Source: an optimization exercise on an open RTL-to-GDS flow (aim: small area). Production flows keep margins and buffers that such runs may drop.
RTL that was checked went through simulation tests only; none was proved equivalent to the original.
The flow treats the clock pin as an ideal source, which a real chip does not have.
Power figures rest on the tool's default switching activity, not on a simulated workload.

// lab3_pixgen
module lab3_pixgen(
    input         clk,
    input         rst,
    input  [5:0]  color,
    input         btn_left,
    input         btn_right,
    input         btn_up,
    input         btn_down,
    input         enc,
    input         vsync,
    input  [5:0]  fb_rdata,
    output        rdy,
    output        fb_we,
    output [16:0] fb_waddr,
    output [5:0]  fb_wdata,
    output [16:0] fb_raddr,
    output [15:0] rgb
);
Size: about 790 cells after synthesis, ~78 I/O pins.
==> flow/config.mk <==
export PLATFORM = sky130hd
export DESIGN_NAME = lab3_pixgen
export DESIGN_NICKNAME = lab3_pixgen
export VERILOG_FILES = /design/flow/design.v
export SDC_FILE = /design/flow/constraint.sdc
export NUM_CORES = 4
export LEC_CHECK = 0
export CAP_MARGIN = 20
export CORE_MARGIN = 2
export CORE_UTILIZATION = 40
export SLEW_MARGIN = 20
==> flow/constraint.sdc <==
create_clock -name core_clock -period 5.0 [get_ports {clk}]
set_input_delay 1.0000 -clock core_clock [delete_from_list [all_inputs] [get_ports {clk}]]
set_output_delay 1.0000 -clock core_clock [all_outputs]
set_load 0.01 [all_outputs]
standard.sh (not shown) runs the stock make flow with config.mk's settings and CLKGATE_MAP_FILE= SYNTH_SCRIPT=/design/flow/synth_recipe.tcl, a recipe that flattens the netlist after the stock synthesis.
==> flow/flow/run.sh <==
#!/bin/bash
# Own layout flow: the standard layout (standard.sh), with
#  - a synthesis script (flow/synth.tcl) that maps all logic with ABC using
#    flow/area.abc, without extracting half/full adder cells; registers are
#    inferred and mapped exactly as in the standard synthesis;
#  - extra make settings from flow/make_args (one VAR=value per line).
# make's output goes to flow_make.log; ORFS writes each step's log under
# orfs/logs/.
set -euo pipefail
W=$PWD
sed "s#@FLOWDIR@#$W/flow#g" flow/synth.tcl > my_synth.tcl
sed "s#SYNTH_SCRIPT=[^ ]*#SYNTH_SCRIPT=$W/my_synth.tcl#" standard.sh > my_standard.sh
ARGS=()
if [[ -f flow/make_args ]]; then
  while IFS= read -r l; do
    [[ -z "$l" || "$l" == \#* ]] || ARGS+=("$l")
  done < flow/make_args
fi
bash my_standard.sh "${ARGS[@]}" finish > flow_make.log 2>&1
==> flow/flow/area.abc <==
strash
&get -n
&deepsyn -T 30
&put
&get -n
&dch -f
&nf -R 1000
&put
==> flow/flow/make_args <==
BUFFER_PORTS_ARGS=-buffer_cell sky130_fd_sc_hd__buf_1
==> flow/flow/synth.tcl <==
# The standard synthesis script (synth_recipe.tcl), with two steps replaced:
# no extraction of half/full adder cells, and the final ABC mapping run
# with flow/area.abc instead of ORFS's speed script.
proc synth {args} { yosys synth -nofsm -noshare {*}$args }
proc extract_fa {args} { puts "extract_fa skipped" }
proc abc {args} {
  set i [lsearch -exact $args -script]
  if { $i >= 0 } {
    set args [lreplace $args $i [expr { $i + 1 }] -script @FLOWDIR@/area.abc]
  }
  yosys abc {*}$args
}
source $::env(SCRIPTS_DIR)/synth.tcl
# left out here: clear keep_hierarchy, flatten, clean up, hide names made inside functions, write 1_2_yosys.v
The baseline completed with no timing, DRC or antenna violations.
==> next run, changes <==
CTS_BUF_LIST = sky130_fd_sc_hd__clkbuf_4   (was unset)
removed: flow/flow/make_args
What happened: Wire length rose by a few percent; hold slack gains 15 ps; register-to-register slack improved by 20 ps; die area is unchanged; non-clock buffer count increases by 10.
==> next run, changes <==
CORE_UTILIZATION = 65   (was 40)
CTS_BUF_LIST = unset   (was sky130_fd_sc_hd__clkbuf_4)
The new run finished clean.
Sequential share of layout area decreases by 0.92 points.
Fmax decreases slightly.
Register-to-register slack got worse by 260 ps.
Total power increases by a quarter to a third.
Synthesized cell count stays the same.
Final cell count decreases by a little under a tenth.
Via count increases by a few percent.
==> next run, changes <==
==> flow/flow/make_args (new file) <==
BUFFER_PORTS_ARGS=-buffer_cell sky130_fd_sc_hd__buf_1
MIN_BUF_CELL_AND_PORTS=sky130_fd_sc_hd__buf_1 A X
CTS_ARGS=-sink_clustering_enable -repair_clock_nets -dont_use_dummy_load -sink_clustering_size 30 -buf_list sky130_fd_sc_hd__clkbuf_8
CORE_UTILIZATION = 40   (was 65)
What happened: The changed run completed without violations. Via count drops by 8.1%. Power drops by 23%. Global-route usage drops by 11 points. Clock power drops by 45%. Wire length drops by 13%. Hold slack degrades by 10 ps.
==> next run, changes <==
==> flow/flow/run.sh (replaced) <==
#!/bin/bash
# Own layout flow: the standard layout, with a synthesis script that
# maps all logic with ABC (no half/full adder cell extraction) using an
# area-oriented ABC script. Registers are inferred and mapped exactly as in
# the standard synthesis. Tool output goes to flow_make.log (make) and to
# ORFS's own per-step logs under orfs/logs/.
set -euo pipefail
W=$PWD
sed "s#@FLOWDIR@#$W/flow#g" flow/synth.tcl > my_synth.tcl
sed "s#SYNTH_SCRIPT=[^ ]*#SYNTH_SCRIPT=$W/my_synth.tcl#" standard.sh > my_standard.sh
bash my_standard.sh finish > flow_make.log 2>&1
removed: flow/flow/make_args
Cell count rises by 1.6%. Wire length is higher by 7.4%. Cell area went up by 9.1%. Non-clock buffer count climbs by 3. Clock power grows by 81%.
No run of this note included a check of the RTL's function; only the layout flow was run.

* * *

Another version of the RTL of lab3_pixgen (not shown whole).
For scale: ~670 cells after synthesis, roughly 140 flip-flops, ~78 I/O pins, ~5800 um2 of cells after synthesis.
clock: 5.0 ns
lec_check: 0
cap_margin: 20
core_margin: 2
core_utilization: 70
slew_margin: 20
==> flow/flow/run.sh <==
#!/bin/bash
# Own layout flow: the standard layout (standard.sh), with
#  - a synthesis script (flow/synth.tcl) that maps all logic with ABC using
#    flow/area.abc, without extracting half/full adder cells; registers are
#    inferred and mapped exactly as in the standard synthesis;
#  - extra make settings from flow/make_args (one VAR=value per line;
#    @FLOWDIR@ stands for this flow folder).
# make's output goes to flow_make.log; ORFS writes each step's log under
# orfs/logs/.
set -euo pipefail
W=$PWD
sed "s#@FLOWDIR@#$W/flow#g" flow/synth.tcl > my_synth.tcl
sed "s#SYNTH_SCRIPT=[^ ]*#SYNTH_SCRIPT=$W/my_synth.tcl#" standard.sh > my_standard.sh
ARGS=()
if [[ -f flow/make_args ]]; then
  while IFS= read -r l; do
    [[ -z "$l" || "$l" == \#* ]] || ARGS+=("${l//@FLOWDIR@/$W/flow}")
  done < flow/make_args
fi
bash my_standard.sh "${ARGS[@]}" finish > flow_make.log 2>&1
==> flow/flow/area.abc <==
strash
&get -n
&deepsyn -I 3 -J 200
&put
&get -n
&dch -f
&nf -R 1000
&put
==> flow/flow/make_args <==
BUFFER_PORTS_ARGS=-buffer_cell sky130_fd_sc_hd__buf_1
MIN_BUF_CELL_AND_PORTS=sky130_fd_sc_hd__buf_1 A X
CTS_ARGS=-sink_clustering_enable -repair_clock_nets -dont_use_dummy_load -sink_clustering_size 30 -root_buf sky130_fd_sc_hd__clkbuf_16 -buf_list sky130_fd_sc_hd__clkbuf_4
POST_CTS_TCL=@FLOWDIR@/post_cts.tcl
==> flow/flow/post_cts.tcl <==
estimate_parasitics -placement
set block [ord::get_db_block]
set up 0
foreach inst [$block getInsts] {
  if {[[$inst getMaster] getName] ne "sky130_fd_sc_hd__clkbuf_4"} { continue }
  set net [[$inst findITerm X] getNet]
  if {$net eq "NULL"} { continue }
  set mx 0
  foreach it [$net getITerms] {
    if {[$it isInputSignal]} {
      set s [get_property [get_pins "[[$it getInst] getName]/[[$it getMTerm] getName]"] slew_max]
      if {$s > $mx} { set mx $s }
    }
  }
  if {$mx > 0.095} {
    replace_cell [get_cells [$inst getName]] sky130_fd_sc_hd__clkbuf_8
    incr up
  }
  puts "post_cts: [$inst getName] max clock pin slew $mx"
}
puts "post_cts: upsized $up leaf buffers"
if {$up > 0} {
  detailed_placement
  check_placement -verbose
  estimate_parasitics -placement
}
Scripts as last shown in full above: flow/flow/synth.tcl
Next try:
--- a/flow/flow/run.sh
+++ b/flow/flow/run.sh
@@ -6,2 +6 @@
-#  - extra make settings from flow/make_args (one VAR=value per line;
-#    @FLOWDIR@ stands for this flow folder).
+#  - extra make settings from flow/make_args (one VAR=value per line).
@@ -17 +16 @@
-    [[ -z "$l" || "$l" == \#* ]] || ARGS+=("${l//@FLOWDIR@/$W/flow}")
+    [[ -z "$l" || "$l" == \#* ]] || ARGS+=("$l")
==> flow/flow/make_args (replaced) <==
BUFFER_PORTS_ARGS=-buffer_cell sky130_fd_sc_hd__buf_1
MIN_BUF_CELL_AND_PORTS=sky130_fd_sc_hd__buf_1 A X
CTS_ARGS=-sink_clustering_enable -repair_clock_nets -dont_use_dummy_load -sink_clustering_size 30 -buf_list sky130_fd_sc_hd__clkbuf_8
- CORE_UTILIZATION: 70 -> 40
removed: flow/flow/post_cts.tcl
- setup slack gets better by 0.078 ns
- fmax rose by about 1.7%
- sequential power barely changes
- area after synthesis is unchanged
- power grows by 4.7%

* * *

The RTL this note starts from:
==> flow/design.v <==
module lab3_pixgen(
    input         clk,
    input         rst,
    input  [5:0]  color,
    input         btn_left,
    input         btn_right,
    input         btn_up,
    input         btn_down,
    input         enc,
    input         vsync,
    input  [5:0]  fb_rdata,
    output        rdy,
    output        fb_we,
    output [16:0] fb_waddr,
    output [5:0]  fb_wdata,
    output [16:0] fb_raddr,
    output [15:0] rgb
);
reg  [9:0] cnt_l, cnt_r, cnt_u, cnt_d;
wire       left_pulse  = (cnt_l == 10'd100);
wire       right_pulse = (cnt_r == 10'd100);
wire       up_pulse    = (cnt_u == 10'd100);
wire       down_pulse  = (cnt_d == 10'd100);
always @(posedge clk) begin
    if (rst) begin
        cnt_l <= 10'd0;
        cnt_r <= 10'd0;
        cnt_u <= 10'd0;
        cnt_d <= 10'd0;
    end else begin
        cnt_l <= cnt_l + btn_left;
        cnt_r <= cnt_r + btn_right;
        cnt_u <= cnt_u + btn_up;
        cnt_d <= cnt_d + btn_down;
    end
end
reg  [8:0] x_min;
reg  [7:0] y_min;
wire x_inc = right_pulse & (x_min <= 9'd348);
wire x_dec = ~x_inc & left_pulse & (x_min != 9'd0);
wire y_inc = down_pulse & (y_min <= 8'd173);
wire y_dec = ~y_inc & up_pulse & (y_min != 8'd0);
always @(posedge clk) begin
    if (rst) begin
        x_min <= 9'd100;
        y_min <= 8'd100;
    end else begin
        x_min <= x_min + {{8{x_dec}}, x_inc | x_dec};
        y_min <= y_min + {{7{y_dec}}, y_inc | y_dec};
    end
end
reg [15:0] cc;
always @(posedge clk)
    if (rst)
        cc <= 16'd0;
    else
        cc <= cc + color[0];
reg  [8:0] px;
reg  [7:0] py;
reg        we;
reg        done;
reg  [5:0] data;
reg  [5:0] wdata;
reg  [12:0] Tw;
wire       x_wrap = (px == 9'd399);
wire       y_step = (px == 9'd0);
wire [8:0] x = (~we | x_wrap) ? 9'd0 : px + 9'd1;
wire       y_wrap = y_step & (py == 8'd224);
wire [7:0] y = (~we | y_wrap) ? 8'd0 : py + y_step;
wire [12:0] Twn = (~we | y_wrap) ? 13'd0 :
                  Tw + (x_wrap ? -13'd24 : y_step ? 13'd25 : {12'd0, &px[3:0]});
wire [8:0] dx = px - x_min;
wire [7:0] dy = py + ~y_min + y_step;
wire       in_rect = we & (dx < 9'd49) & (dy < 8'd49);
always @(posedge clk) begin
    px    <= x;
    py    <= y;
    Tw    <= Twn;
    we    <= ~rst;
    wdata <= data;
    if (rst) begin
        done <= 1'b0;
        data <= 6'b111111;
    end else begin
        if (we & (px == 9'd398) & (py == 8'd224))
            done <= 1'b1;
        data <= in_rect ? (color[0] ? cc[15:10] : color) : 6'd0;
    end
end
reg [10:0] PX;
reg [1:0]  Yl;
reg [12:0] T;
reg        z;
wire        X_wrap  = (PX == 11'd1599);
wire        Yl_wrap = X_wrap & (Yl == 2'd3);
wire        Y_wrap  = Yl_wrap & (T == 13'd5624);
wire        c16     = (PX[5:0] == 6'd63);
wire [10:0] X   = (z | X_wrap) ? 11'd0 : PX + 11'd1;
wire [1:0]  Yln = (z | Yl_wrap) ? 2'd0 : Yl + X_wrap;
wire [12:0] Tn  = (z | Y_wrap) ? 13'd0 : T + ((X_wrap & ~Yl_wrap) ? -13'd24 : {12'd0, c16});
always @(posedge clk) begin
    if (rst | vsync)
        z <= 1'b1;
    else if (enc) begin
        z  <= 1'b0;
        PX <= X;
        Yl <= Yln;
        T  <= Tn;
    end
end
assign rdy      = done;
assign fb_we    = we;
assign fb_waddr = {Tw, px[3:0]};
assign fb_wdata = wdata;
assign fb_raddr = {T, PX[5:2]};
assign rgb      = {fb_rdata[4], {2{fb_rdata[5:4]}}, {3{fb_rdata[3:2]}}, fb_rdata[0], {2{fb_rdata[1:0]}}};
endmodule
Settings: LEC_CHECK=0, CAP_MARGIN=20, CORE_MARGIN=2, CORE_UTILIZATION=60, GPL_TIMING_DRIVEN=0, SLEW_MARGIN=20; clock period 5.0 ns.
==> flow/flow/run.sh <==
#!/bin/bash
# Own layout flow: the standard layout (standard.sh), with
#  - a synthesis script (flow/synth.tcl) that maps all logic with ABC using
#    flow/area.abc, without extracting half/full adder cells; registers are
#    inferred and mapped exactly as in the standard synthesis;
#  - extra make settings from flow/make_args (one VAR=value per line).
# make's output goes to flow_make.log; ORFS writes each step's log under
# orfs/logs/.
set -euo pipefail
W=$PWD
sed "s#@FLOWDIR@#$W/flow#g" flow/synth.tcl > my_synth.tcl
sed "s#SYNTH_SCRIPT=[^ ]*#SYNTH_SCRIPT=$W/my_synth.tcl#" standard.sh > my_standard.sh
ARGS=()
if [[ -f flow/make_args ]]; then
  while IFS= read -r l; do
    [[ -z "$l" || "$l" == \#* ]] || ARGS+=("$l")
  done < flow/make_args
fi
bash my_standard.sh "${ARGS[@]}" finish > flow_make.log 2>&1
==> flow/flow/area.abc <==
strash
&get -n
&deepsyn -T 30
&put
&get -n
&dch -f
&nf -R 1000
&put
==> flow/flow/make_args <==
BUFFER_PORTS_ARGS=-buffer_cell sky130_fd_sc_hd__buf_1
MIN_BUF_CELL_AND_PORTS=sky130_fd_sc_hd__buf_1 A X
CTS_ARGS=-sink_clustering_enable -repair_clock_nets -dont_use_dummy_load -sink_clustering_size 30 -buf_list sky130_fd_sc_hd__clkbuf_8
Scripts as last shown in full above: flow/flow/synth.tcl
Then changed:
--- a/flow/config.mk
+++ b/flow/config.mk
@@ -9,4 +9,3 @@
 export CORE_MARGIN = 2
-export CORE_UTILIZATION = 60
-export GPL_TIMING_DRIVEN = 0
+export CORE_UTILIZATION = 70
 export SLEW_MARGIN = 20
=>
- worst hold slack got worse by 0.011 ns
- synthesized area is unchanged
- clock power came out lower slightly
- register-to-register slack improved by 0.09 ns
- total power came out lower slightly
- sequential power stays flat
- non-clock buffer count came out lower by 39
- critical path depth came out lower by 4
- setup slack improved by 0.085 ns
- cell area came out lower by a few percent
- utilization came out higher by 9.4 points
Function was not checked in any run of this note: the RTL went through the layout flow alone.

## port drivers added, routing unchanged
Ports are ideal in the flow. The routed layouts listed here were re-timed in OpenROAD. Step 1 (the two cells are an assumption about what drives the block):
set clk [get_ports {clk}]
set_driving_cell -lib_cell sky130_fd_sc_hd__clkbuf_16 $clk
set_driving_cell -lib_cell sky130_fd_sc_hd__buf_2 [delete_from_list [all_inputs] $clk]
Step 2 moves the port delays by t, midway between the first and last clock arrival at a register: inputs arrive t later, outputs are due t later. That takes back most of the time a late clock gives input paths. Three values: ideal, step 1, step 2; two values: the first two.
run | t, ns | setup slack, ns | latest minus earliest clock arrival (ns)
the first run of note 1 | 0.448 | 0.277 / 0.236 / 0.430 | 0.010 / 0.010
the second run of note 1 | 0.555 | 0.194 / 0.160 / 0.451 | 0.016 / 0.016
the third run of note 1 | 0.540 | 0.098 / 0.068 / 0.187 | 0.010 / 0.009
the fourth run of note 1 | 0.451 | 0.213 / 0.181 / 0.475 | 0.031 / 0.031
the fifth run of note 1 | 0.451 | 0.194 / 0.154 / 0.468 | 0.008 / 0.008
the first run of note 2 | 0.372 | 0.350 / 0.368 / -0.004 | 0.026 / 0.027
the second run of note 2 | 0.467 | 0.428 / 0.441 / -0.025 | 0.028 / 0.027
the first run of note 3 | 0.450 | 1.217 / 1.217 / 1.217 | 0.021 / 0.021
the second run of note 3 | 0.452 | 1.302 / 1.302 / 1.302 | 0.030 / 0.031
With both steps, setup timing fails in the first run of note 2 and the second run of note 2, where it was met with ideal ports. For the second run of note 2, which loses most, drivers alone change the setup slack by +0.013 ns; drivers and shift together by -0.453 ns.
